Background: an optimization exercise with open tools, aiming at small area, a short achievable clock period and few clock cycles. Do not read the settings as production practice. At most, simulation tests tie the RTL to the original design; equivalence was not proved.

==> run Y <==
==> flow/design.v (excerpt) <==
module MyDesign (
  input  wire        dut_run,
  output reg         dut_busy,
  input  wire        reset_b,
  input  wire        clk,
  output wire        input_sram_write_enable,
  output wire [11:0] input_sram_write_addresss,
  output wire [15:0] input_sram_write_data,
  output reg  [11:0] input_sram_read_address,
  input  wire [15:0] input_sram_read_data,
  output reg         output_sram_write_enable,
  output reg  [11:0] output_sram_write_addresss,
  output reg  [15:0] output_sram_write_data,
  output wire [11:0] output_sram_read_address,
  input  wire [15:0] output_sram_read_data,
  output wire        scratchpad_sram_write_enable,
  output wire [11:0] scratchpad_sram_write_addresss,
  output wire [15:0] scratchpad_sram_write_data,
  output wire [11:0] scratchpad_sram_read_address,
  input  wire [15:0] scratchpad_sram_read_data,
  output wire        weights_sram_write_enable,
  output wire [11:0] weights_sram_write_addresss,
  output wire [15:0] weights_sram_write_data,
  output wire [11:0] weights_sram_read_address,
  input  wire [15:0] weights_sram_read_data
);
make LEC_CHECK=0 CAP_MARGIN=20 CORE_MARGIN=2 CORE_UTILIZATION=40 PLACE_DENSITY=0.6 SETUP_SLACK_MARGIN=4.5 SLEW_MARGIN=20 finish   # period 8.5 ns
run.sh (not shown) runs the stock make flow with config.mk's settings and CLKGATE_MAP_FILE= SYNTH_SCRIPT=/design/flow/synth_recipe.tcl, a recipe that flattens the netlist after the stock synthesis.
==> run X: changes against run Y <==
--- a/flow/config.mk
+++ b/flow/config.mk
@@ -8,6 +8,6 @@
 export CAP_MARGIN = 20
 export CORE_MARGIN = 2
-export CORE_UTILIZATION = 40
-export PLACE_DENSITY = 0.6
+export CORE_UTILIZATION = 55
+export PLACE_DENSITY = 0.75
 export SETUP_SLACK_MARGIN = 4.5
 export SLEW_MARGIN = 20
==> run summary <==
setup slack after placement 4090 ps; status timing/DRC/antenna clean; critical path's largest stage delay 600 ps; Worst slew margin 23.6%; fraction of final layout cells with drive strength greater than 1 9.16%; signal arrival time at the worst endpoint 4410 ps; source of the worst hold timing path l4$_DFF_P_; DIE WIDTH 292 um; antenna cells 1; crit path launch xs1[22]$_DFF_P_; fraction of standard cell area in multi-input logic 51.0%
# the run above: run Y

==> run summary <==
status timing/DRC/antenna clean; antenna cells 0; Worst slew margin 30.9%; fraction of final layout cells with drive strength greater than 1 10.1%; setup slack after placement 4150 ps; crit path launch k6[1]$_DFFE_PP_; critical path's largest stage delay 540 ps; signal arrival time at the worst endpoint 4430 ps; source of the worst hold timing path sr3[15]$_DFF_P_
# the run above: run X

Testbench counts of run Y, summed over its fixed seeds: cycles 100,730.
Testbench counts of run X, summed over its fixed seeds: cycles 100,730.

==> run G: inputs <==
Another version of the RTL of MyDesign (not shown whole).
## MyDesign
module MyDesign (
  input  wire        dut_run,
  output reg         dut_busy,
  input  wire        reset_b,
  input  wire        clk,
  output wire        input_sram_write_enable,
  output wire [11:0] input_sram_write_addresss,
  output wire [15:0] input_sram_write_data,
  output reg  [11:0] input_sram_read_address,
  input  wire [15:0] input_sram_read_data,
  output reg         output_sram_write_enable,
  output reg  [11:0] output_sram_write_addresss,
  output reg  [15:0] output_sram_write_data,
  output wire [11:0] output_sram_read_address,
  input  wire [15:0] output_sram_read_data,
  output wire        scratchpad_sram_write_enable,
  output wire [11:0] scratchpad_sram_write_addresss,
  output wire [15:0] scratchpad_sram_write_data,
  output wire [11:0] scratchpad_sram_read_address,
  input  wire [15:0] scratchpad_sram_read_data,
  output wire        weights_sram_write_enable,
  output wire [11:0] weights_sram_write_addresss,
  output wire [15:0] weights_sram_write_data,
  output wire [11:0] weights_sram_read_address,
  input  wire [15:0] weights_sram_read_data
);
export LEC_CHECK = 0
export CAP_MARGIN = 20
export CORE_MARGIN = 2
export CORE_UTILIZATION = 40
export PLACE_DENSITY = 0.6
export SLEW_MARGIN = 20
create_clock -name core_clock -period 8.5 [get_ports {clk}]
==> inputs of run H, as changes to run G <==
--- a/flow/design.v
+++ b/flow/design.v
@@ -45,19 +45,19 @@
   reg        endflag;      
   reg [6:0]  w3m1;         
   reg [4:0]  wd;           
   reg [4:0]  prd;          
   reg i_n, i_c, i_l;
   reg a_n;
-  reg p0, p1, p2, p3, p4, p5, p6;
-  reg l0, l1, l2, l3, l4, l5, l6;
+  reg p0, p1, p2, p3, p4, p5, p6, p7;
+  reg l0, l1, l2, l3, l4, l5, l6, l7;
   reg [2:0]  wcnt;
   reg        half, wlast;
   wire [5:0] wv = nreg[6:1];
-  wire lastcol = (wd == 5'd0);
-  wire laststrip = (prd == 5'd0);
+  reg  lastcol;            
+  reg  laststrip;          
   wire [15:0] din = input_sram_read_data;
   reg  [1:0] xsel, ysel;
   reg        cin;
   reg [11:0] xop, yop;
   always @(*) begin
     case (xsel)
@@ -150,25 +150,33 @@
       end
       S_R0S: ;
       S_END: input_sram_read_address <= 12'd0;
       default: input_sram_read_address <= anext;
     endcase
     case (sl)
-      S_BUB: begin colptr <= sb; wd <= wv - 6'd1; prd <= wv - 6'd2; end
+      S_BUB: begin
+        colptr <= sb; wd <= wv - 6'd1; prd <= wv - 6'd2;
+        lastcol <= 1'b0; laststrip <= (wv == 6'd2);
+      end
       S_P0: begin
         colptr <= colptr + 12'd1;
         if (lastcol && !laststrip) sb <= anext;
         if (lastcol && laststrip) sb <= anext;
       end
       S_P2: begin
         if (lastcol && !laststrip) colptr <= sb;
         if (lastcol && laststrip) sb <= anext;
       end
       S_P3: begin
-        if (lastcol) begin wd <= wv - 6'd1; prd <= prd - 5'd1; end
-        else begin wd <= wd - 5'd1; end
+        if (lastcol) begin
+          wd <= wv - 6'd1; prd <= prd - 5'd1;
+          lastcol <= 1'b0; laststrip <= (prd == 5'd1);
+        end else begin
+          wd <= wd - 5'd1;
+          lastcol <= (wd == 5'd1);
+        end
       end
       default: ;
     endcase
     if (a_n) begin
       nreg <= din[6:0];
       endflag <= (din == 16'hFFFF);
@@ -189,48 +197,49 @@
         3'd4: begin k6 <= weights_sram_read_data[15:8]; k7 <= weights_sram_read_data[7:0]; end
         3'd5: begin k8 <= weights_sram_read_data[15:8]; end
         default: ;
       endcase
     end
   end
-  reg [15:0] sr0, sr1, sr2, sr3, sr4, sr5, sr6, sr7;
+  reg [15:0] sr0, sr1, sr2, sr3, sr4, sr5;
+  reg [7:0]  sr6;
   always @(posedge clk) begin
     sr0 <= din; sr1 <= sr0; sr2 <= sr1; sr3 <= sr2;
-    sr4 <= sr3; sr5 <= sr4; sr6 <= sr5; sr7 <= sr6;
+    sr4 <= sr3; sr5 <= sr4; sr6 <= sr5[7:0];
   end
   reg s0o, s2o;
   reg [1:0] s1i;
   always @(posedge clk) begin
-    s0o <= p0 | p2;
-    s2o <= p2 | p4;
-    s1i <= {p2 | p3, p1 | p3};
+    s0o <= i_c | p1;
+    s2o <= p1 | p3;
+    s1i <= {p1 | p2, p0 | p2};
   end
-  wire [23:0] opA = {sr6[15:8], sr6[7:0], sr2[15:8]};   
-  wire [23:0] opB = {sr7[7:0],  sr3[15:8], sr3[7:0]};   
-  wire [23:0] opC = {sr5[15:8], sr5[7:0], sr1[15:8]};   
-  wire [23:0] opD = {sr6[7:0],  sr2[15:8], sr2[7:0]};   
-  wire [23:0] xs0 = s0o ? opB : opA;
-  wire [23:0] xs2 = s2o ? opD : opC;
-  reg  [23:0] xs1;
-  always @(*) begin
+  wire [23:0] opA = {sr5[15:8], sr5[7:0], sr1[15:8]};   
+  wire [23:0] opB = {sr6[7:0],  sr2[15:8], sr2[7:0]};   
+  wire [23:0] opC = {sr4[15:8], sr4[7:0], sr0[15:8]};   
+  wire [23:0] opD = {sr5[7:0],  sr1[15:8], sr1[7:0]};   
+  reg  [23:0] xs0, xs1, xs2;
+  always @(posedge clk) begin
+    xs0 <= s0o ? opB : opA;
+    xs2 <= s2o ? opD : opC;
     case (s1i)
-      2'd0: xs1 = opC;
-      2'd1: xs1 = opD;
-      2'd2: xs1 = opA;
-      default: xs1 = opB;
+      2'd0: xs1 <= opC;
+      2'd1: xs1 <= opD;
+      2'd2: xs1 <= opA;
+      default: xs1 <= opB;
     endcase
   end
   always @(posedge clk or negedge reset_b) begin
     if (!reset_b) begin
-      p1 <= 1'b0; p2 <= 1'b0; p3 <= 1'b0; p4 <= 1'b0; p5 <= 1'b0; p6 <= 1'b0;
+      p1 <= 1'b0; p2 <= 1'b0; p3 <= 1'b0; p4 <= 1'b0; p5 <= 1'b0; p6 <= 1'b0; p7 <= 1'b0;
     end else begin
-      p1 <= p0; p2 <= p1; p3 <= p2; p4 <= p3; p5 <= p4; p6 <= p5;
+      p1 <= p0; p2 <= p1; p3 <= p2; p4 <= p3; p5 <= p4; p6 <= p5; p7 <= p6;
     end
   end
   always @(posedge clk) begin
-    l1 <= l0; l2 <= l1; l3 <= l2; l4 <= l3; l5 <= l4; l6 <= l5;
+    l1 <= l0; l2 <= l1; l3 <= l2; l4 <= l3; l5 <= l4; l6 <= l5; l7 <= l6;
   end
   reg [18:0] cs0_0, cs0_1;
   reg [18:0] cs1_0, cs1_1;
   reg [18:0] cs2_0, cs2_1;
   wire [7:0] x0_0 = xs0[23:16];
   wire [7:0] kr0_0 = k0;
@@ -2682,33 +2691,35 @@
   assign cs2_0_d[17] = t2_420;
   assign cs2_1_d[17] = t2_421;
   assign cs2_0_d[18] = t2_422;
   assign cs2_1_d[18] = t2_423;
   always @(posedge clk) begin cs2_0 <= cs2_0_d; cs2_1 <= cs2_1_d; end
   wire [18:0] csum = cs2_0 + cs2_1;
-  wire [6:0] v = csum[18] ? 7'd0 : ((|csum[17:7]) ? 7'd127 : csum[6:0]);
+  reg  [6:0] vr;    
+  always @(posedge clk)
+    vr <= csum[18] ? 7'd0 : ((|csum[17:7]) ? 7'd127 : csum[6:0]);
   reg  [6:0] mx;
-  wire [6:0] mxv = (v > mx) ? v : mx;
+  wire [6:0] mxv = (vr > mx) ? vr : mx;
   always @(posedge clk) begin
-    if (p3) mx <= v;
-    else if (p4 || p5) mx <= mxv;
+    if (p4) mx <= vr;
+    else if (p5 || p6) mx <= mxv;
   end
   always @(posedge clk or negedge reset_b) begin
     if (!reset_b) output_sram_write_enable <= 1'b0;
-    else output_sram_write_enable <= p6 && (half || l6);
+    else output_sram_write_enable <= p7 && (half || l7);
   end
   always @(posedge clk) begin
     if (!dut_busy) begin
       half <= 1'b0;
       wlast <= 1'b0;
-    end else if (p6) begin
+    end else if (p7) begin
       if (!half) begin
         output_sram_write_data[15:8] <= {1'b0, mxv};
-        if (l6) output_sram_write_data[7:0] <= 8'd0;
+        if (l7) output_sram_write_data[7:0] <= 8'd0;
         else half <= 1'b1;
-        wlast <= l6;
+        wlast <= l7;
       end else begin
         output_sram_write_data[7:0] <= {1'b0, mxv};
         half <= 1'b0;
         wlast <= 1'b0;
       end
     end
--- a/flow/config.mk
+++ b/flow/config.mk
@@ -6,7 +6,8 @@
 export NUM_CORES = 4
 export LEC_CHECK = 0
 export CAP_MARGIN = 20
 export CORE_MARGIN = 2
 export CORE_UTILIZATION = 40
 export PLACE_DENSITY = 0.6
+export SETUP_SLACK_MARGIN = 4.5
 export SLEW_MARGIN = 20
==> run_results.csv <==
group,metric,value,unit
status,status,"timing/DRC/antenna clean",
place,gp_routability_congestion,0.865,
timing,fin_crit_sh,49.8,%
timing,worst_pin_slew,1.07,ns
layout,finalNetCount,3860,
routing,route.met2.wl,39900,um
timing,max_freq,236,MHz
timing,timing.slew.headroom,28.7,%
hold_path,min_to,"sr1[3]",
layout,final_cell_mix,"inv_1, fa_1, and2_1",
layout,n_clock_buffer,69,
layout,area_share_nonclk_buffers,3.88,%
clocking,cts_repair_resize_count,87,
That was run H.
==> run_results.csv <==
group,metric,value,unit
place,gp_routability_congestion,0.874,
hold_path,min_to,"sr5[15]",
layout,final_common_cell,"fa_1",
timing,fin_crit_sh,69.7,%
layout,final_cell_mix,"fa_1, inv_1, dfxtp_1",
timing,timing.slew.headroom,23.4,%
status,status,"timing/DRC/antenna clean",
layout,n_clock_buffer,63,
routing,route.met2.wl,37700,um
layout,area_share_nonclk_buffers,2.65,%
timing,worst_pin_slew,1.12,ns
That was run G.
Function was not checked in any run of this note: the RTL went through the layout flow alone.

[what the ideal ports hide]
No port has a modelled driver above. Below, the same layouts with a new extraction and two added sets of constraints.
Step 1 sets driving cells, clkbuf_16 on the clock port and buf_2 on the other inputs (assumed; they add their load-dependent delay and slew).
Step 2 also shifts input and output timing later by t, the mid clock arrival at the registers, as if the neighbouring blocks saw the same clock.
Three values: no drivers, after step 1, after step 2; two values: the first two.
run	t, ns	setup WS [ns]	hold WS [ns]	worst setup path after step 2	cell pins on the clock port's net
run Y	0.655	4.549 / 4.549 / 4.549	0.322 / 0.322 / 0.322	register to register	1
run X	0.669	4.568 / 4.568 / 4.547	0.319 / 0.319 / 0.319	input to register	1
run G	0.659	2.578 / 2.578 / 2.578	0.315 / 0.315 / 0.315	register to register	1
run H	0.668	4.265 / 4.265 / 4.265	0.322 / 0.322 / 0.322	register to register	1
After both steps setup and hold are still met in every run listed. The setup slack of run X, which loses most, moves by 0.000 ns with the drivers and by -0.021 ns with both steps.
